What follows belongs to an exercise in optimizing a design on an open flow for small area, a short achievable clock period and few clock cycles; a production flow would make more cautious choices. Only the layout flow was run in this run; the RTL was not checked for function there. Power is estimated from default activity; no workload was simulated.

==> flow/design.v <==
`timescale 1ns / 1ps
module knn_stage1 (
    input      [63:0] train_data,
    input      [63:0] test_data,
    output reg [63:0] diff
    );
    function [7:0] absdiff(input [7:0] a, input [7:0] b);
        reg [7:0] g, t, G, T;
        reg       c;
        integer i, j, k;
        begin
            g = a & ~b;
            t = a | ~b;
            G = g;
            T = t;
            for (k = 0; k < 3; k = k + 1)
                for (i = 0; i < 8; i = i + 1)
                    if (i & (1 << k)) begin
                        j = ((i >> k) << k) - 1;
                        G[i] = G[i] | (T[i] & G[j]);
                        T[i] = T[i] & T[j];
                    end
            c = G[7];
            absdiff[0] = a[0] ^ b[0];
            for (i = 1; i < 8; i = i + 1)
                absdiff[i] = a[i] ^ (b[i] ^ (c ^ (G[i-1] | (c & T[i-1]))));
        end
    endfunction
    integer f;
    always @(*)
        for (f = 0; f < 8; f = f + 1)
            diff[f*8 +: 8] = absdiff(train_data[f*8 +: 8], test_data[f*8 +: 8]);
endmodule
module knn_stage2 (
    input      [63:0] diff,
    output     [7:0]  cheb
    );
    function gt8(input [7:0] a, input [7:0] b);
        integer j;
        reg r;
        begin
            r = 1'b0;
            for (j = 0; j < 8; j = j + 1)
                r = (a[j] & ~b[j]) | ((a[j] | ~b[j]) & r);
            gt8 = r;
        end
    endfunction
    function [7:0] max2(input [7:0] a, input [7:0] b);
        max2 = gt8(a, b) ? a : b;
    endfunction
    wire [7:0] m0   = max2(diff[ 7: 0], diff[15: 8]);
    wire [7:0] m1   = max2(diff[23:16], diff[31:24]);
    wire [7:0] m2   = max2(diff[39:32], diff[47:40]);
    wire [7:0] m3   = max2(diff[55:48], diff[63:56]);
    wire [7:0] m01  = max2(m0, m1);
    wire [7:0] m23  = max2(m2, m3);
    assign     cheb = max2(m01, m23);
endmodule
module knn_distance_cal (
    input             clk,
    input             rst_n,
    input      [63:0] train_data,
    input             train_label,
    input             sample_valid,
    input      [63:0] test_data,
    output     [7:0]  distance_o,
    output            label_o,
    output            valid_o
    );
    wire [63:0] diff_d;
    reg  [63:0] diff_q;
    reg         label_q;
    reg         valid_q;
    knn_stage1 stage1 (
        .train_data (train_data),
        .test_data  (test_data ),
        .diff       (diff_d    )
    );
    always @(posedge clk) begin
        diff_q  <= diff_d;
        label_q <= train_label;
        if (!rst_n) valid_q <= 1'b0;
        else        valid_q <= sample_valid;
    end
    wire [7:0] cheb;
    reg  [7:0] cheb_q;
    reg        label_q2;
    reg        valid_q2;
    knn_stage2 stage2 (
        .diff (diff_q),
        .cheb (cheb  )
    );
    always @(posedge clk) begin
        cheb_q   <= cheb;
        label_q2 <= label_q;
        if (!rst_n) valid_q2 <= 1'b0;
        else        valid_q2 <= valid_q;
    end
    assign distance_o = cheb_q;
    assign label_o    = label_q2;
    assign valid_o    = valid_q2;
endmodule
`timescale 1ns / 1ps
module knn_distance_comporator #(
    parameter K = 5
    )
    (
    input             clk,
    input             rst_n,
    input      [7:0]  distance_i,
    input             label_i,
    input             valid_i,         
    input             clear_i,         
    input             show_i,          
    output reg        valid_o,
    output reg        label_o
    );
    reg [8*K-1:0] ndist;               
    reg [K-1:0]   lab;
    reg [8*K-1:0] ndist_d;
    reg [K-1:0]   lab_d;
    reg [K-1:0]   lt;                  
    reg [K-1:0]   take_prev, take_new, keep;
    wire          clr = ~rst_n | clear_i;
    function lt8(input [7:0] a, input [7:0] b);
        integer j;
        reg r;
        begin
            r = 1'b0;
            for (j = 0; j < 8; j = j + 1)
                r = (~a[j] & b[j]) | ((~a[j] | b[j]) & r);
            lt8 = r;
        end
    endfunction
    function [7:0] top_dist(input integer i);
        top_dist = ~ndist[8*i +: 8];
    endfunction
    integer i;
    always @(*) begin
        for (i = 0; i < K; i = i + 1)
            lt[i] = valid_i & lt8(distance_i, top_dist(i));
        for (i = 0; i < K; i = i + 1) begin
            take_prev[i] = ~clr & (i > 0 ? lt[i > 0 ? i-1 : 0] : 1'b0);
            take_new[i]  = ~clr & lt[i] & (i > 0 ? ~lt[i > 0 ? i-1 : 0] : 1'b1);
            keep[i]      = ~clr & ~lt[i];
        end
        for (i = 0; i < K; i = i + 1) begin
            ndist_d[8*i +: 8] = ({8{take_prev[i]}} & (i > 0 ? ndist[8*(i > 0 ? i-1 : 0) +: 8] : 8'h00))
                              | ({8{take_new[i]}}  & ~distance_i)
                              | ({8{keep[i]}}      & ndist[8*i +: 8]);
            lab_d[i] = (take_prev[i] & (i > 0 ? lab[i > 0 ? i-1 : 0] : 1'b0))
                     | (take_new[i]  & label_i)
                     | (keep[i]      & lab[i]);
        end
    end
    reg [2:0] sum4;
    reg       last;
    always @(*) begin
        sum4 = 3'd0;
        for (i = 0; i < K-1; i = i + 1)
            sum4 = sum4 + lab[i];
        last = lt[K-1] ? label_i : lab[K-1];
    end
    wire vote = (sum4 > (K/2)) | ((sum4 == (K/2)) & last);
    always @(posedge clk) begin
        ndist <= ndist_d;
        lab   <= lab_d;
        if (!rst_n) begin
            valid_o <= 1'b0;
            label_o <= 1'b0;
        end else begin
            valid_o <= show_i;
            label_o <= show_i & vote;
        end
    end
endmodule
`timescale 1ns / 1ps
module knn_top #(
    parameter DATA_WIDTH = 8,
    parameter FEATURES   = 8,
    parameter K          = 5
    )(
    input                           clk                 ,
    input                           rst_n               ,
    input [DATA_WIDTH*FEATURES-1:0] train_data          ,
    input                           train_label         ,
    input                           data_valid          ,
    input                           training_done       ,
    input [DATA_WIDTH*FEATURES-1:0] test_data           ,
    output                          predicted_valid_o   ,
    output                          predicted_label_o
    );
    wire [7:0] distance;
    wire       label;
    wire       dvalid;
    reg td1;
    always @(posedge clk) begin
        if (!rst_n) td1 <= 1'b0;
        else        td1 <= training_done;
    end
    knn_distance_cal knn_distance_cal_inst (
        .clk          (clk                          ),
        .rst_n        (rst_n                        ),
        .train_data   (train_data                   ),
        .train_label  (train_label                  ),
        .sample_valid (data_valid & ~training_done  ),
        .test_data    (test_data                    ),
        .distance_o   (distance                     ),
        .label_o      (label                        ),
        .valid_o      (dvalid                       )
    );
    knn_distance_comporator #(
        .K (K)
    ) knn_distance_comparator_inst (
        .clk        (clk                                ),
        .rst_n      (rst_n                              ),
        .distance_i (distance                           ),
        .label_i    (label                              ),
        .valid_i    (dvalid                             ),
        .clear_i    (predicted_valid_o & ~training_done ),
        .show_i     (training_done & td1                ),
        .valid_o    (predicted_valid_o                  ),
        .label_o    (predicted_label_o                  )
    );
endmodule
==> flow/flow/run.sh <==
#!/bin/bash
set -euo pipefail
bash standard.sh synth > synth.log 2>&1
bash standard.sh SETUP_SLACK_MARGIN=15.5 TNS_END_PERCENT=100 \
    BUFFER_PORTS_ARGS="-buffer_cell sky130_fd_sc_hd__buf_1"  finish > layout.log 2>&1
==> flow/standard.sh <==
#!/bin/bash
# synth_recipe.tcl (not shown) runs the flow's synth.tcl, then flattens the netlist and writes it again
# the make line also repeats each setting of config.mk as NAME=value (left out here)
make -C /OpenROAD-flow-scripts/flow DESIGN_CONFIG=/design/flow/config.mk WORK_HOME=/design/flow/orfs CLKGATE_MAP_FILE= SYNTH_SCRIPT=/design/flow/synth_recipe.tcl "${@:-finish}"
==> flow/config.mk <==
export PLATFORM = sky130hd
export DESIGN_NAME = knn_top
export DESIGN_NICKNAME = knn_top
export VERILOG_FILES = /design/flow/design.v
export SDC_FILE = /design/flow/constraint.sdc
export NUM_CORES = 4
export LEC_CHECK = 0
export CAP_MARGIN = 20
export CORE_MARGIN = 2
export CORE_UTILIZATION = 68
export CTS_BUF_LIST = sky130_fd_sc_hd__clkbuf_4
export CTS_CLUSTER_DIAMETER = 80
export CTS_CLUSTER_SIZE = 40
export SLEW_MARGIN = 20
export SYNTH_HIERARCHICAL = 1
==> flow/constraint.sdc <==
create_clock -name core_clock -period 21.0 [get_ports {clk}]
set_input_delay 4.2000 -clock core_clock [delete_from_list [all_inputs] [get_ports {clk}]]
set_output_delay 4.2000 -clock core_clock [all_outputs]
set_load 0.01 [all_outputs]
==> out/metrics.cfg <==
[route]
drt-total-wl_mm=28.8
drtIter0Drc=1035
drc=0
route.vias.total=9980
firstDrtPassIters=6
antenna_left=0
vias_per_cell=6.42
wl_per_cell_um=18.5

[floorplan]
rows=43
fp.dieH_um=124
io_pins=135
dieArea_um2=15300
die_w_um=124
initial_core_util=0.700
coreArea_um2=13900

[clocking]
cts_buffer_depth=2
numCtsBuffers=17
cts_sinks=124
cts_tree=built
htreeDepth=4
clk_pin_slew_ns=0.10
clkLatencyLatePin_ns=0.57
root_buffer=clkbuf_4
hold_buffers=0

[logic_synthesis]
synthesis.nets=1333
synth_seq_cells=124
synth_top_area_cell=dfxtp_1
synth_top_area_frac=0.255
ys_types=95
ys_top_cells_by_area=dfxtp_1 25%, mux2i_1 6.2%, inv_1 4.5%, maj3_1 4.4%, xnor2_1 4.0%
ys_seq_area_frac=0.255
synth_edf_count=0
syn-cell-area_um2=9750
synth_area_per_cell_um2=8.26
ys_async_sr_fraction=0
yosysWarnings=11
syn_inst=1180
synth-main-ff-cell=dfxtp_1

[place]
gp_congestion=0.897
dpl.hpwl_mm=17.4
post-place-ws_ns=14.55
post_dp_cell_area_um2=10700
dp.cells=1472
numPortBuffers=134

[setup_path]
worst_setup_path_start_kind=input port
cp_cell_sequence=buf_6 > inv_1 > ha_1 > a2111oi_2 > nor2_1 > maj3_1 > mux2i_2 > xor2_1
cpPeakStageDelay_ns=0.70
r2r-end=knn_distance_cal_inst.cheb_q[2]
path_class=input port to register
crit_end=knn_distance_cal_inst.diff_q[45]
cp-end-kind=register
startpoint=train_data[40]
r2r-start=knn_distance_cal_inst.diff_q[2]
r2r_setup_slack_ns=16.36
cp_slowest_cell=a2111oi_2
rr_worst_depth=14
crit_required_ns=21.48
worstPathMaxFanout=4
critPathArrivalTime_ns=6.25

[cells_and_area]
synthToLayoutAreaGrowth_pct=21.5
fin_area_um2=11800
drive_above_1_share=0.186
final_cell_count_no_fill=1554
fillCellCount=761
layout.nets=1513

[sta]
rsz0062_at_grt=true
fin_tns_setup_ns=0
period_minus_slack_ns=5.77
skew_ns=0.0157
setup_viol_count_final=0
fmaxAchievable_mhz=173
slew_headroom=0.516
setup_slack_ns=15.23
fin_crit_sh=0.275
tightest_slew_ns=0.725
hold_viol=0
finalMaxSlewViolations=0

[run]
cap_violations=0

[power]
finalPower_mw=1.04
p_per_area_nw_per_um2=87.4
cellLeakagePower_nw=4.80
peakVddDrop_uv=69.3

[hold_path]
min_path_cells=0
hold_class=register to register

[global_routing]
grt_util_all_layers=0.315
grt_pass1_vias=8535
grt_max_degree=32
antenna_found_initial=1
grt_pass1_wl_mm=39.0
globalRouteOverflowTotal=0

[outcome]
outcome=finished clean

per-layer routing:
| metal | GRT usage | wire (µm) | vias up |
|---|---|---|---|
| met4 | 0.114 | 1140 | 0 |
| met1 | 0.390 | 11500 | 4671 |
| met2 | 0.548 | 14000 | 553 |
| met5 | 0 | 0 | - |
| met3 | 0.0540 | 2140 | 116 |
| li1 | - | - | 4640 |
registers in the layout, summed over array words and instances, names as in the netlist, 5 cells and up:
register and count:
knn_distance_comparator_inst.lab 5, knn_distance_cal_inst.cheb_q 8, knn_distance_comparator_inst.ndist 40, knn_distance_cal_inst.diff_q 64
modules after synthesis (local to each module, per instance), excerpt:
| module | cell area [µm²] | cells |
|---|---|---|
| knn_distance_cal | 1530 | 78 |
| knn_top | 45.0 | 5 |
| knn_stage2 | 1770 | 248 |
| knn_stage1 | 3730 | 547 |
Yosys cell counts (8+ instances only):
cell       instances
a2111oi_0         11
a21boi_0          14
a21o_1             8
a21oi_1           59
a221o_1            9
a22o_1            10
a22oi_1           15
a31oi_1           14
a32oi_1            9
and2_1            21
and3_1            11
buf_2             11
dfxtp_1          124
ha_1              19
inv_1            118
maj3_1            43
maj3_2            20
mux2_2             8
mux2i_1           60
nand2_1           57
nand2b_1          37
nand3_1           43
nor2_1            77
nor2b_1           53
nor3_1            26
o211ai_1           8
o21a_1            12
o21ai_0           36
o21ai_1            8
o21bai_1          18
o22ai_1           14
o311ai_1          10
xnor2_1           45
xor2_1            33
worst max-delay path, delay by kind of cell:
kind                     cells  cell delay (ns)
adder cells (fa/ha/maj)      2             0.63
buffers and inverters        2             0.12
multiplexers                 1             0.22
AO/OA/AOI/OAI                1             0.70
AND/OR/NAND/NOR              1             0.14
XOR/XNOR                     1             0.23
where the power goes:
part | internal, mW | leakage, nW | switching [mW] | total, mW
combinational | 0.244 | 3.64 | 0.300 | 0.544
sequential | 0.276 | 1.03 | 0.0574 | 0.333
clock | 0.0693 | 0.134 | 0.0888 | 0.158
layout by cell type, fill, tap and decap left out, drive strengths merged, types with 12 or more instances in the layout:
| master | synthesis | layout |
|---|---|---|
| buf | 20 | 177 |
| xnor2 | 45 | 45 |
| dfxtp | 124 | 124 |
| a21oi | 61 | 61 |
| and2 | 23 | 23 |
| a21boi | 23 | 23 |
| nor2 | 78 | 78 |
| a2111oi | 15 | 15 |
| maj3 | 63 | 63 |
| mux2i | 60 | 60 |
| a22oi | 15 | 15 |
| o21a | 12 | 12 |
| xor2 | 33 | 33 |
| nor2b | 54 | 54 |
| nand2b | 38 | 38 |
| ha | 19 | 19 |
| o21ai | 46 | 46 |
| inv | 119 | 119 |
| nand3 | 43 | 43 |
| nor3 | 26 | 26 |
| clkbuf | 3 | 26 |
| a31oi | 18 | 18 |
| nand2 | 59 | 59 |
| o22ai | 14 | 14 |
| o21bai | 18 | 18 |
worst min path at each step:
stage / from / to / slack, ns
final: knn_distance_cal_inst.label_q / knn_distance_cal_inst.label_q2 / 0.35
after global routing: knn_distance_cal_inst.label_q / knn_distance_cal_inst.label_q2 / 0.37
after CTS: knn_distance_cal_inst.label_q / knn_distance_cal_inst.label_q2 / 0.36
after detailed placement: knn_distance_cal_inst.label_q / knn_distance_cal_inst.label_q2 / 0.32
after global placement: knn_distance_cal_inst.label_q / knn_distance_cal_inst.label_q2 / 0.33
after floorplan: knn_distance_cal_inst.label_q / knn_distance_cal_inst.label_q2 / 0.31
metrics by stage:
stage / utilization / hold WS, ns
final: 0.850 / 0.347
after global routing: 0.850 / 0.367
after CTS: 0.816 / 0.357
after detailed placement: 0.765 / 0.323
after global placement: 0.765 / 0.326
after floorplan: - / 0.310
cells by family after synthesis:
kind of cell	synth area share
AOI/OAI and AO/OA	0.259
xor gates and xnor gates	0.0701
adders and majority gates	0.0937
buffers and inverters	0.0607
DFF	0.255
muxes	0.0755
and+or+nand+nor	0.186
cell type report:
type	count	area [µm²]	area share
timing repair buffer	184	1100	0.0930
inverter	119	547	0.0462
antenna	1	2.50	0.000211
tap	180	225	0.0190
sequential	124	2480	0.210
multi-input combinational	914	7240	0.611
clock buffer	19	143	0.0120
clock inverter	13	106	0.00898
repair_timing:
item,in CTS,in global routing
setup buffers,30,19
pin swaps,54,67
gates resized for setup,54,90
setup endpoints to repair,55,70

[re-timing with driven ports]
How much do the figures lean on ideal ports? The routed layout below was timed once more, with nothing changed but the port constraints. Step 1 sets driving cells, clkbuf_16 on the clock port and buf_2 on the other inputs (assumed; they add their load-dependent delay and slew). Step 2, shift: input delay + t, output delay - t, t = (earliest + latest rising clock arrival at the registers) / 2. This alone moves slack from input paths to output paths. Three values: ideal ports, drivers, drivers and shift; two values: the first two.
shift t [ns]: 0.599
setup slack, ns: 15.226 / 15.226 / 14.627
worst hold slack (ns): 0.347 / 0.347 / 0.347
slew at the worst register clock pin (ns): 0.11 / 0.11
After both steps this run still meets setup and hold. The setup slack of this run moves by 0.000 ns with the drivers and by -0.599 ns with both steps.
